This design comes from an exercise in tuning for small area, a short achievable clock period and few clock cycles on the open sky130 flow, not from production work.
RTL that was checked went through simulation tests only; none was proved equivalent to the original.
Power is estimated from default activity; no workload was simulated.

Setup of build 53:
// div32
module div32(
    input clk,
    input rst,
    input start,
    input [31:0] dividend,
    input [31:0] divisor,
    output [31:0] quotient,
    output [31:0] remainder,
    output reg finish
);
reg [31:0] r;       
reg [31:0] q;       
reg [31:0] d;       
reg [4:0]  za;      
reg [5:0]  j;       
reg        norm;    
reg        iter;    
assign quotient  = q;
assign remainder = r;
function [5:0] lzc32;
    input [31:0] x;
    reg [15:0] v1; reg [15:0] c1;
    reg [7:0]  v2; reg [15:0] c2;
    reg [3:0]  v3; reg [11:0] c3;
    reg [1:0]  v4; reg [7:0]  c4;
    integer i;
    begin
        for (i = 0; i < 16; i = i + 1) begin
            v1[i] = x[2*i+1] | x[2*i];
            c1[i] = ~x[2*i+1];
        end
        for (i = 0; i < 8; i = i + 1) begin
            v2[i] = v1[2*i+1] | v1[2*i];
            c2[2*i+:2] = v1[2*i+1] ? {1'b0, c1[2*i+1]} : {1'b1, c1[2*i]};
        end
        for (i = 0; i < 4; i = i + 1) begin
            v3[i] = v2[2*i+1] | v2[2*i];
            c3[3*i+:3] = v2[2*i+1] ? {1'b0, c2[2*(2*i+1)+:2]} : {1'b1, c2[2*(2*i)+:2]};
        end
        for (i = 0; i < 2; i = i + 1) begin
            v4[i] = v3[2*i+1] | v3[2*i];
            c4[4*i+:4] = v3[2*i+1] ? {1'b0, c3[3*(2*i+1)+:3]} : {1'b1, c3[3*(2*i)+:3]};
        end
        lzc32 = {~(v4[1] | v4[0]), v4[1] ? {1'b0, c4[7:4]} : {1'b1, c4[3:0]}};
    end
endfunction
wire [5:0] la = lzc32(dividend);
  ...
export LEC_CHECK = 0
export ABC_AREA = 1
export CAP_MARGIN = 20
export CORE_MARGIN = 2
export CORE_UTILIZATION = 40
export CTS_BUF_LIST = sky130_fd_sc_hd__clkbuf_8
export PLACE_DENSITY = 0.6
export SETUP_SLACK_MARGIN = 2.7
export SLEW_MARGIN = 20
create_clock -name core_clock -period 5.0 [get_ports {clk}]
standard.sh (not shown) runs the stock make flow with config.mk's settings and CLKGATE_MAP_FILE= SYNTH_SCRIPT=/design/flow/synth_recipe.tcl, a recipe that flattens the netlist after the stock synthesis.
==> flow/flow/run.sh <==
#!/bin/bash
# Standard layout with plain buffers on the ports, and one more setup repair after global
# routing (flow/post_grt.tcl).
set -euo pipefail
bash standard.sh BUFFER_PORTS_ARGS="-buffer_cell sky130_fd_sc_hd__buf_1" POST_GLOBAL_ROUTE_TCL="$PWD/flow/post_grt.tcl" finish > standard.log 2>&1
==> flow/flow/post_grt.tcl <==
# One more setup repair after global routing, on the worst path only (repair_tns 0), with a
# higher margin than the standard step; the changed nets are routed again incrementally and the
# route guides rewritten for the detailed router.
set_propagated_clock [all_clocks]
estimate_parasitics -global_routing
global_route -start_incremental
repair_timing -setup -setup_margin 3.0 -repair_tns 0 -verbose
detailed_placement
global_route -end_incremental
check_placement -verbose
estimate_parasitics -global_routing
write_guides $::env(RESULTS_DIR)/route.guide
Build 53 | stages: all done | timing, DRC, antenna: all pass
Testbench counts of build 53, summed over its fixed seeds: cycles 47,977.
The following lists how build 76 was set up differently from build 53:
==> flow/flow/run.sh <==
#!/bin/bash
# Standard layout with plain buffers on the ports, and a clock tree of sky130_fd_sc_hd__clkbuf_16 buffers
# without dummy loads.
set -euo pipefail
bash standard.sh BUFFER_PORTS_ARGS="-buffer_cell sky130_fd_sc_hd__buf_1" CTS_ARGS="-sink_clustering_enable -repair_clock_nets -buf_list sky130_fd_sc_hd__clkbuf_16 -dont_use_dummy_load" finish > standard.log 2>&1
diff --git a/flow/config.mk b/flow/config.mk
--- a/flow/config.mk
+++ b/flow/config.mk
@@ -11,3 +11,2 @@
 export CORE_UTILIZATION = 40
-export CTS_BUF_LIST = sky130_fd_sc_hd__clkbuf_8
 export PLACE_DENSITY = 0.6
removed: flow/flow/post_grt.tcl
Notes after the runs:
Build 76 reached the end of the flow, and the finished layout is clean on the timing, design-rule and antenna checks. Build 76 consumes less power than build 53 does. Comparing build 76 and build 53, worst slew slack as a fraction of its limit is higher on build 53. The fmax reported for build 76 is smaller than that of build 53 by 9.0%. Changes observed in build 76 relative to build 53: slack of the critical path went down 0.21 ns; total wire length after detailed routing has decreased; number of vias in the routed layout down about 3.5%; starting DRC count in detailed routing went up 79. Worst-skew pair later-pin latency: build 76 lower than build 53. The area of all placed cells without fillers in build 53 is 1.07 times that in build 76.
Edits applied to the flow inputs when going from build 76 to build 70:
==> flow/flow/run.sh <==
#!/bin/bash
# Standard layout, with plain buffers on the ports instead of the default delay-cell buffers.
set -euo pipefail
bash standard.sh BUFFER_PORTS_ARGS="-buffer_cell sky130_fd_sc_hd__buf_2" finish > standard.log 2>&1
diff --git a/flow/config.mk b/flow/config.mk
--- a/flow/config.mk
+++ b/flow/config.mk
@@ -12,3 +12,3 @@
 export PLACE_DENSITY = 0.6
-export SETUP_SLACK_MARGIN = 2.7
+export SETUP_SLACK_MARGIN = 2.9
 export SLEW_MARGIN = 20
--- outcome ---
The flow did not stop early for build 70: all stages ran, and the layout cleared the timing, design-rule and antenna checks.
Number of cells in the finished layout apart from fillers up 46 in build 70 wrt build 76
Re overall global routing resource usage: build 70 and build 76 aren't equal, and the lower value belongs to build 76.
Top routing layer in use: met5 -> build 70, met4 -> build 76
Run comparison: build 76 critical path start-end classification in2reg; build 70 critical path start-end classification reg2reg
Taking build 70 over build 76, the total met3 wirelength after detailed routing ratio works out to 0.901.
Here is what was changed in the inputs of build 28 compared with build 70.
==> flow/flow/run.sh <==
#!/bin/bash
# Standard layout, with plain buffers on the ports instead of the default delay-cell buffers.
set -euo pipefail
bash standard.sh BUFFER_PORTS_ARGS="-buffer_cell sky130_fd_sc_hd__buf_1" finish > standard.log 2>&1
diff --git a/flow/config.mk b/flow/config.mk
--- a/flow/config.mk
+++ b/flow/config.mk
@@ -11,4 +11,5 @@
 export CORE_UTILIZATION = 40
+export CTS_BUF_LIST = sky130_fd_sc_hd__clkbuf_8
 export PLACE_DENSITY = 0.6
-export SETUP_SLACK_MARGIN = 2.9
+export SETUP_SLACK_MARGIN = 2.8
 export SLEW_MARGIN = 20
[summary]
Of the two candidates, build 70 has the worse aggregate routed wire length and build 28 the better one.
Relative to build 70, post-placement worst setup slack has gone down in build 28.
Core utilization in build 28 is 4.0 points below build 70.
[compare] base=build 70 new=build 28: worst hold slack lower; global-route wire length before repair lower.
Inputs modified between build 28 and build 34:
diff --git a/flow/config.mk b/flow/config.mk
--- a/flow/config.mk
+++ b/flow/config.mk
@@ -11,5 +11,4 @@
 export CORE_UTILIZATION = 40
-export CTS_BUF_LIST = sky130_fd_sc_hd__clkbuf_8
 export PLACE_DENSITY = 0.6
-export SETUP_SLACK_MARGIN = 2.8
+export SETUP_SLACK_MARGIN = 2.7
 export SLEW_MARGIN = 20
## What came out
Build 34 finished every step from synthesis to the final layout, and the layout passed the timing, design-rule and antenna checks. Compared with build 28, build 34 shows number of global-route vias before repair that has gone up by a few percent. Build 28 → build 34: multi-input logic area fell about 2%, fmax moved down, sequential-to-total area share from yosys stat essentially unchanged. Build 34 against build 28: combinational share of power saw a decrease, total iterations of the first detailed-routing run saw a decrease, critical path depth saw a decrease. Static leakage power, build 28 and build 34: smaller value in build 34. Relative to build 28, the wire length of the first global-routing pass of build 34 is lower by 370 um. Measured against build 28, the DRC marker count from the first detailed-route iteration of build 34 comes out at 0.888 times the reference value.
Edits applied to the flow inputs when going from build 34 to build 59:
diff --git a/flow/config.mk b/flow/config.mk
--- a/flow/config.mk
+++ b/flow/config.mk
@@ -11,3 +11,4 @@
 export CORE_UTILIZATION = 40
-export PLACE_DENSITY = 0.6
+export CTS_BUF_LIST = sky130_fd_sc_hd__clkbuf_8
+export PLACE_DENSITY = 0.5
 export SETUP_SLACK_MARGIN = 2.7
Going from build 34 to build 59, hold slack shrinks by 0.057 ns. Every stage of the flow completed for build 59, and the final layout passed the timing, design-rule and antenna checks. In the flow results for build 59 and build 34, the storage element area is smaller on build 34. Build 59 and build 34 ended up with roughly the same total number of tap cells. Re pin slew with the least headroom to its limit: build 34 was lower than build 59. Largest net degree at the start of global routing | build 59 below build 34. Filler-free cell count of the finished design delta (build 59 -> build 34): insignificant. In the metrics for build 59 and build 34, the one carrying the lower post-layout worst setup margin is build 34. Comparing post-CTS repair timing setup buffer count for build 59 and build 34, the bigger number came from build 59. On global routing met3 resource utilization, the higher figure sits with build 34, not build 59.

Starting RTL as in the previous note.
// div32
module div32(
    input clk,
    input rst,
    input start,
    input [31:0] dividend,
    input [31:0] divisor,
    output [31:0] quotient,
    output [31:0] remainder,
    output reg finish
);
reg [31:0] r;       
reg [31:0] q;       
reg [31:0] d;       
reg [4:0]  za;      
reg [5:0]  j;       
reg        norm;    
reg        iter;    
assign quotient  = q;
assign remainder = r;
function [5:0] lzc32;
    input [31:0] x;
    reg [15:0] v1; reg [15:0] c1;
    reg [7:0]  v2; reg [15:0] c2;
    reg [3:0]  v3; reg [11:0] c3;
    reg [1:0]  v4; reg [7:0]  c4;
    integer i;
    begin
        for (i = 0; i < 16; i = i + 1) begin
            v1[i] = x[2*i+1] | x[2*i];
            c1[i] = ~x[2*i+1];
        end
        for (i = 0; i < 8; i = i + 1) begin
            v2[i] = v1[2*i+1] | v1[2*i];
            c2[2*i+:2] = v1[2*i+1] ? {1'b0, c1[2*i+1]} : {1'b1, c1[2*i]};
        end
        for (i = 0; i < 4; i = i + 1) begin
            v3[i] = v2[2*i+1] | v2[2*i];
            c3[3*i+:3] = v2[2*i+1] ? {1'b0, c2[2*(2*i+1)+:2]} : {1'b1, c2[2*(2*i)+:2]};
        end
        for (i = 0; i < 2; i = i + 1) begin
            v4[i] = v3[2*i+1] | v3[2*i];
            c4[4*i+:4] = v3[2*i+1] ? {1'b0, c3[3*(2*i+1)+:3]} : {1'b1, c3[3*(2*i)+:3]};
        end
        lzc32 = {~(v4[1] | v4[0]), v4[1] ? {1'b0, c4[7:4]} : {1'b1, c4[3:0]}};
    end
endfunction
wire [5:0] la = lzc32(dividend);
wire [5:0] lb = lzc32(divisor);
wire [4:0] sp = j[4:0] | ~za;                     
wire [4:0] sg = j[4:0] & ~za;                     
wire [5:0] sc;                                    
assign sc[0] = 1'b1;
assign sc[1] = sp[0];
assign sc[2] = sg[1] | (sp[1] & j[0]) | (sp[1] & ~za[0]);
assign sc[3] = sg[2] | (sp[2] & sg[1]) | (sp[2] & sp[1] & sp[0]);
assign sc[4] = sg[3] | (sp[3] & sg[2]) | (sp[3] & sp[2] & sg[1]) | (sp[3] & sp[2] & sp[1] & sp[0]);
assign sc[5] = sg[4] | (sp[4] & sg[3]) | (sp[4] & sp[3] & sg[2]) | (sp[4] & sp[3] & sp[2] & sg[1])
             | (sp[4] & sp[3] & sp[2] & sp[1] & sp[0]);
wire [5:0] sh;                                    
assign sh[0] = j[0] ^ za[0];
assign sh[1] = j[1] ^ (~za[1] ^ sc[1]);
  ...
Settings: LEC_CHECK=0, ABC_AREA=1, CAP_MARGIN=20, CORE_MARGIN=2, CORE_UTILIZATION=40, CTS_BUF_LIST=sky130_fd_sc_hd__clkbuf_8, CTS_CLUSTER_DIAMETER=40, PLACE_DENSITY=0.6, SETUP_SLACK_MARGIN=2.7, SLEW_MARGIN=20; clock period 5.0 ns.
==> flow/flow/run.sh <==
#!/bin/bash
# Standard layout, with plain buffers on the ports instead of the default delay-cell buffers.
set -euo pipefail
bash standard.sh BUFFER_PORTS_ARGS="-buffer_cell sky130_fd_sc_hd__buf_1" finish > standard.log 2>&1
The baseline produced a clean layout.
Testbench counts at the start, summed over its fixed seeds: cycles 47,977.
==> next run, changes <==
==> flow/flow/run.sh (replaced) <==
#!/bin/bash
# Standard layout, with plain buffers on the ports instead of the default delay-cell buffers.
set -euo pipefail
bash standard.sh BUFFER_PORTS_ARGS="-buffer_cell sky130_fd_sc_hd__buf_2" finish > standard.log 2>&1
--- a/flow/config.mk
+++ b/flow/config.mk
@@ -11,6 +11,4 @@
 export CORE_UTILIZATION = 40
-export CTS_BUF_LIST = sky130_fd_sc_hd__clkbuf_8
-export CTS_CLUSTER_DIAMETER = 40
 export PLACE_DENSITY = 0.6
-export SETUP_SLACK_MARGIN = 2.7
+export SETUP_SLACK_MARGIN = 2.8
 export SLEW_MARGIN = 20
The changed run produced a clean layout; non-clock buffer count came out higher by 13; sequential power hardly moves; routed wire length came out higher by 3.1%; cell count came out higher by 0.76%.
==> next run, changes <==
==> flow/flow/run.sh (replaced) <==
#!/bin/bash
# Standard layout, with plain buffers on the ports instead of the default delay-cell buffers.
set -euo pipefail
bash standard.sh BUFFER_PORTS_ARGS="-buffer_cell sky130_fd_sc_hd__buf_1" finish > standard.log 2>&1
--- a/flow/config.mk
+++ b/flow/config.mk
@@ -11,4 +11,5 @@
 export CORE_UTILIZATION = 40
+export CTS_BUF_LIST = sky130_fd_sc_hd__clkbuf_8
 export PLACE_DENSITY = 0.6
-export SETUP_SLACK_MARGIN = 2.8
+export SETUP_SLACK_MARGIN = 2.75
 export SLEW_MARGIN = 20
Result: Clock-buffer cell count does not change. Sequential power is about the same. Maximum frequency went up by 2.1%. Non-clock buffer count went down by 1.

== v6 ==
Another version of the RTL of div32 (not shown whole).
Size: ~8400 sq um of cells after synthesis.
==> flow/config.mk <==
export PLATFORM = sky130hd
export DESIGN_NAME = div32
export DESIGN_NICKNAME = div32
export VERILOG_FILES = /design/flow/design.v
export SDC_FILE = /design/flow/constraint.sdc
export NUM_CORES = 8
export LEC_CHECK = 0
export ABC_AREA = 1
export CAP_MARGIN = 20
export CORE_MARGIN = 2
export CORE_UTILIZATION = 40
export PLACE_DENSITY = 0.6
export SETUP_SLACK_MARGIN = 3.0
export SLEW_MARGIN = 20
==> flow/constraint.sdc <==
create_clock -name core_clock -period 5.0 [get_ports {clk}]
set_input_delay 1.0000 -clock core_clock [delete_from_list [all_inputs] [get_ports {clk}]]
set_output_delay 1.0000 -clock core_clock [all_outputs]
set_load 0.01 [all_outputs]
==> flow/flow/run.sh <==
#!/bin/bash
# Standard layout, with plain buffers on the ports instead of the default delay-cell buffers.
set -euo pipefail
bash standard.sh BUFFER_PORTS_ARGS="-buffer_cell sky130_fd_sc_hd__buf_2" finish > standard.log 2>&1
v6: flow completed, timing, DRC and antenna clean
Testbench counts of v6, summed over its fixed seeds: cycles 47,977.
> inputs changed (v6 -> v7)
Settings: SETUP_SLACK_MARGIN: 3.0 -> 2.8.
The power share of the combinational group number comes out higher for v6 vs v7. Row total power: v7 lower / v6 higher. Final design area excluding fillers shrinks by a few percent when moving from v6 to v7. Net switching power of the design: higher on v6. Fmax | v7 vs v6 | v7 faster. v6 reports its capture point of the critical path as d[23]$_DFF_P_ while v7 reports d[22]$_DFF_P_. Looking at v7 and v6, the power drawn by the sequential cells is a wash. Via count: v7 better than v6. Between v6 and v7, the area fraction of clock buffers and clock inverters does not differ in any meaningful way.

div32, a different RTL version from the one above (not shown whole).
For scale: ~1500 cells after synthesis, roughly 120 flip-flops, roughly 130 I/O pins.
export LEC_CHECK = 0
export ABC_AREA = 1
export CAP_MARGIN = 20
export CORE_MARGIN = 2
export CORE_UTILIZATION = 40
export CTS_BUF_LIST = sky130_fd_sc_hd__clkbuf_8
export PLACE_DENSITY = 0.6
export SETUP_SLACK_MARGIN = 2.8
export SLEW_MARGIN = 20
create_clock -name core_clock -period 5.0 [get_ports {clk}]
==> flow/flow/run.sh <==
#!/bin/bash
# Standard layout, with plain buffers on the ports instead of the default delay-cell buffers.
set -euo pipefail
bash standard.sh BUFFER_PORTS_ARGS="-buffer_cell sky130_fd_sc_hd__buf_1" finish > standard.log 2>&1
The starting point went through all stages and came out clean.
Then changed:
--- a/flow/config.mk
+++ b/flow/config.mk
@@ -12,4 +12,4 @@
 export CTS_BUF_LIST = sky130_fd_sc_hd__clkbuf_8
 export PLACE_DENSITY = 0.6
-export SETUP_SLACK_MARGIN = 2.8
+export SETUP_SLACK_MARGIN = 2.9
 export SLEW_MARGIN = 20
The changed run finished clean.
Synthesized cell count is unchanged.
Routed wire length increases by 5.2%.
Critical path depth went up by 3.
Setup slack gains 21 ps.
Cell area is higher by 5.6%.
Then changed:
==> flow/flow/run.sh (replaced) <==
#!/bin/bash
# Standard layout, with plain buffers on the ports instead of the default delay-cell buffers.
set -euo pipefail
bash standard.sh BUFFER_PORTS_ARGS="-buffer_cell sky130_fd_sc_hd__buf_2" finish > standard.log 2>&1
--- a/flow/config.mk
+++ b/flow/config.mk
@@ -10,6 +10,5 @@
 export CORE_MARGIN = 2
 export CORE_UTILIZATION = 40
-export CTS_BUF_LIST = sky130_fd_sc_hd__clkbuf_8
 export PLACE_DENSITY = 0.6
-export SETUP_SLACK_MARGIN = 2.9
+export SETUP_SLACK_MARGIN = 2.8
 export SLEW_MARGIN = 20
Result:
- non-clock buffer count went down by 14
- design area went down by 1.1%
- synthesized cell count is unchanged
- worst setup slack is worse by 64 ps
- maximum frequency went down by 2.9%
- worst hold slack is better by 68 ps
- sequential share of layout area hardly moves
Then changed:
==> flow/flow/run.sh (replaced) <==
#!/bin/bash
# Standard layout, with plain buffers on the ports instead of the default delay-cell buffers.
set -euo pipefail
bash standard.sh BUFFER_PORTS_ARGS="-buffer_cell sky130_fd_sc_hd__buf_1" finish > standard.log 2>&1
--- a/flow/config.mk
+++ b/flow/config.mk
@@ -10,5 +10,6 @@
 export CORE_MARGIN = 2
 export CORE_UTILIZATION = 40
+export CTS_BUF_LIST = sky130_fd_sc_hd__clkbuf_8
 export PLACE_DENSITY = 0.6
-export SETUP_SLACK_MARGIN = 2.8
+export SETUP_SLACK_MARGIN = 2.7
 export SLEW_MARGIN = 20
Sequential power stays flat; setup slack gets worse by 15 ps; synthesized area stays the same; sequential share of layout area went up by 1.5 points; power went down by 12%; final cell count went down by 0.90%; final area went down by 6.5%; utilization went down by 3.2 points.
No run of this note included a check of the RTL's function; only the layout flow was run.

==> separate check: timing with driven ports <==
The flow's constraints put no driver on any port. The routed layouts listed below were extracted and timed again, unchanged, in two steps. Step 1 sets driving cells, clkbuf_16 on the clock port and buf_2 on the other inputs (assumed; they add their load-dependent delay and slew). Step 2, shift: input delay + t, output delay - t, t = (earliest + latest rising clock arrival at the registers) / 2. This alone moves slack from input paths to output paths. a / b / c = ideal / step 1 / step 2; a / b = the first two.
run	t, ns	slack for setup (ns)	worst register clock-pin slew, ns	worst data-port slew with drivers (ns)	cell pins on the clock port's net
build 53	0.450	2.912 / 2.912 / 2.508	0.12 / 0.12	0.06	1
build 76	0.401	2.705 / 2.717 / 2.316	0.08 / 0.08	0.06	1
build 70	0.413	2.837 / 2.837 / 2.482	0.08 / 0.08	0.06	1
build 28	0.436	2.814 / 2.814 / 2.425	0.12 / 0.12	0.06	1
build 34	0.409	2.759 / 2.759 / 2.405	0.08 / 0.08	0.06	1
build 59	0.448	2.794 / 2.813 / 2.366	0.13 / 0.13	0.05	1
the first run of note 2	0.447	2.809 / 2.809 / 2.402	0.12 / 0.12	0.06	1
the second run of note 2	0.418	2.745 / 2.746 / 2.328	0.09 / 0.09	0.05	1
the third run of note 2	0.439	2.792 / 2.792 / 2.444	0.12 / 0.12	0.06	1
v6	0.412	2.638 / 2.638 / 2.538	0.09 / 0.09	0.05	1
v7	0.413	2.724 / 2.724 / 2.485	0.09 / 0.09	0.04	1
the first run of note 4	0.504	2.843 / 2.851 / 2.359	0.10 / 0.10	0.04	1
the second run of note 4	0.500	2.864 / 2.864 / 2.482	0.10 / 0.10	0.06	1
the third run of note 4	0.470	2.800 / 2.800 / 2.445	0.07 / 0.07	0.05	1
the fourth run of note 4	0.504	2.785 / 2.785 / 2.334	0.10 / 0.10	0.04	1
After both steps every run listed still meets setup and hold. The setup slack of the first run of note 4, which loses most, moves by +0.008 ns with the drivers and by -0.484 ns with both steps.
